This design comes from an exercise in tuning for small area on the open sky130 flow, not from production work.
Only simulation tests tie the RTL to the original design; equivalence was not proved.
Power figures rest on the tool's default switching activity, not on a simulated workload.

// processor
module processor (input clk,
                  input reset,
                  input sample_clock,
                  input [7:0] evt,
                  input [31:0] ram_dout,
                  input [31:0] osc_rom_dout,
                  output [7:0] ram_raddr,
                  output [7:0] ram_waddr,
                  output [31:0] ram_din,
                  output ram_wen,
                  output [9:0] osc_rom_raddr,
                  output clear_evt,
                  output [31:0] out);
clock: 20.0 ns
lec_check: 0
abc_area: 1
cap_margin: 20
core_margin: 2
core_utilization: 40
slew_margin: 20
run.sh (not shown) runs the stock make flow with config.mk's settings and CLKGATE_MAP_FILE= SYNTH_SCRIPT=/design/flow/synth_recipe.tcl, a recipe that flattens the netlist after the stock synthesis.
Then changed:
==> flow/flow/run.sh (new file) <==
#!/bin/bash
# Own layout flow: the standard flow (standard.sh) with three changes:
#  - synthesis is the standard synthesis script, except that ABC maps the logic with
#    flow/abc_deep.script (deeper area optimisation, no timing-driven buffering or upsizing)
#    in place of ORFS's abc_area.script; registers are mapped before ABC runs, so they are the
#    standard synthesis's;
#  - the port buffers are the smallest buffer (buf_1);
#  - clock tree synthesis adds no dummy loads.
# Every tool's output goes to standard_flow.log here and to ORFS's own logs under orfs/logs.
set -euo pipefail
HERE=$(pwd)
export BUFFER_PORTS_ARGS="-buffer_cell sky130_fd_sc_hd__buf_1"
export CTS_ARGS="-sink_clustering_enable -repair_clock_nets -dont_use_dummy_load -buf_list {sky130_fd_sc_hd__clkbuf_8}"
cat > "$HERE/own_synth.tcl" <<EOT
proc abc {args} {
  set i [lsearch -exact \$args -script]
  if {\$i >= 0} { lset args [expr {\$i + 1}] $HERE/flow/abc_deep.script }
  yosys abc {*}\$args
}
source $HERE/synth_recipe.tcl
EOT
sed "s#SYNTH_SCRIPT=[^ ]*#SYNTH_SCRIPT=$HERE/own_synth.tcl#" standard.sh > own_standard.sh
grep -q "SYNTH_SCRIPT=$HERE/own_synth.tcl" own_standard.sh
bash own_standard.sh > standard_flow.log 2>&1
==> flow/flow/abc_deep.script (new file) <==
strash
&get -n
&deepsyn -T 60
&put
dch -f
map -a
amap
topo
dnsize -c
==> flow/standard.sh (new file) <==
#!/bin/bash
# synth_recipe.tcl (not shown) runs the flow's synth.tcl, then flattens the netlist and writes it again
# the make line also repeats each setting of config.mk as NAME=value (left out here)
make -C /OpenROAD-flow-scripts/flow DESIGN_CONFIG=/design/flow/config.mk WORK_HOME=/design/flow/orfs CLKGATE_MAP_FILE= SYNTH_SCRIPT=/design/flow/synth_recipe.tcl "${@:-finish}"
CORE_UTILIZATION = 65   (was 40)
removed: flow/run.sh
After rerunning: The changed run finished with timing, DRC and antenna clean; routed wire length goes down by roughly a tenth; sequential power hardly moves; core utilization goes up by 24 points; die area goes down by well over a third; combinational power goes down by a few percent; hold slack is worse by 0.025 ns; global-route usage goes up by 15 points.

* * *

processor again, from the RTL that the note above started with.
export LEC_CHECK = 0
export ABC_AREA = 1
export CAP_MARGIN = 20
export CORE_MARGIN = 2
export CORE_UTILIZATION = 40
export SLEW_MARGIN = 20
create_clock -name core_clock -period 20.0 [get_ports {clk}]
standard.sh (not shown) runs the stock make flow with config.mk's settings and CLKGATE_MAP_FILE= SYNTH_SCRIPT=/design/flow/synth_recipe.tcl, a recipe that flattens the netlist after the stock synthesis.
==> flow/flow/run.sh <==
#!/bin/bash
# Own layout flow: the standard flow (standard.sh) with three changes:
#  - synthesis is the standard synthesis script, except that ABC maps the logic with
#    flow/abc_deep.script (deeper area optimisation, no timing-driven buffering or upsizing)
#    in place of ORFS's abc_area.script; registers are mapped before ABC runs, so they are the
#    standard synthesis's;
#  - the port buffers are the smallest buffer (buf_1);
#  - clock tree synthesis adds no dummy loads.
# Every tool's output goes to standard_flow.log here and to ORFS's own logs under orfs/logs.
set -euo pipefail
HERE=$(pwd)
export BUFFER_PORTS_ARGS="-buffer_cell sky130_fd_sc_hd__buf_1"
export CTS_ARGS="-sink_clustering_enable -repair_clock_nets -dont_use_dummy_load"
cat > "$HERE/own_synth.tcl" <<EOT
proc abc {args} {
  set i [lsearch -exact \$args -script]
  if {\$i >= 0} { lset args [expr {\$i + 1}] $HERE/flow/abc_deep.script }
  yosys abc {*}\$args
}
source $HERE/synth_recipe.tcl
EOT
sed "s#SYNTH_SCRIPT=[^ ]*#SYNTH_SCRIPT=$HERE/own_synth.tcl#" standard.sh > own_standard.sh
grep -q "SYNTH_SCRIPT=$HERE/own_synth.tcl" own_standard.sh
bash own_standard.sh > standard_flow.log 2>&1
==> flow/flow/abc_deep.script <==
strash
&get -n
&deepsyn -T 60
&put
dch -f
map -a
amap
topo
dnsize -c
Rerun with:
==> flow/flow/run.sh (replaced) <==
#!/bin/bash
# Own layout flow: the standard flow (standard.sh, its synthesis unchanged), with the
# port buffers made of the smallest buffer and no dummy loads in the clock tree.
set -euo pipefail
export BUFFER_PORTS_ARGS="-buffer_cell sky130_fd_sc_hd__buf_1"
export CTS_ARGS="-sink_clustering_enable -repair_clock_nets -dont_use_dummy_load"
bash standard.sh > standard_flow.log 2>&1
removed: flow/flow/abc_deep.script
- sequential power is about the same
- area after synthesis came out higher by 10%
- sequential share of layout area came out lower by 2.2 points
- count of clock-buffer cells in the layout stays the same
- final area came out higher by 7.3%
- clock skew came out lower by 0.012 ns

## static timing again, ports no longer ideal
How much do the figures lean on ideal ports? The routed layouts below were timed once more, with nothing changed but the port constraints.
Step 1: set_driving_cell puts a clkbuf_16 on clk and a buf_2 on each other input, an assumption about the parent block.
Step 2 times the ports against the registers' clock, not the clock port: input delays grow and output delays shrink by t, the midpoint of the rising clock arrivals with the driver on.
a / b / c = ideal / step 1 / step 2; a / b = the first two.
| run | t, ns | setup WS [ns] | worst setup path at the end | worst slew at a driven data input, ns |
|---|---|---|---|---|
| the first run of note 1 | 0.508 | 0.972 / 0.999 / 0.491 | input to register | 0.07 |
| the second run of note 1 | 0.506 | 0.796 / 0.796 / 0.456 | input to register | 0.06 |
| the first run of note 2 | 0.476 | 1.003 / 1.003 / 0.605 | input to register | 0.05 |
| the second run of note 2 | 0.491 | 1.303 / 1.333 / 0.842 | input to register | 0.05 |
After both steps every run listed still meets setup and hold. The setup slack of the first run of note 1, which loses most, moves by +0.027 ns with the drivers and by -0.481 ns with both steps.
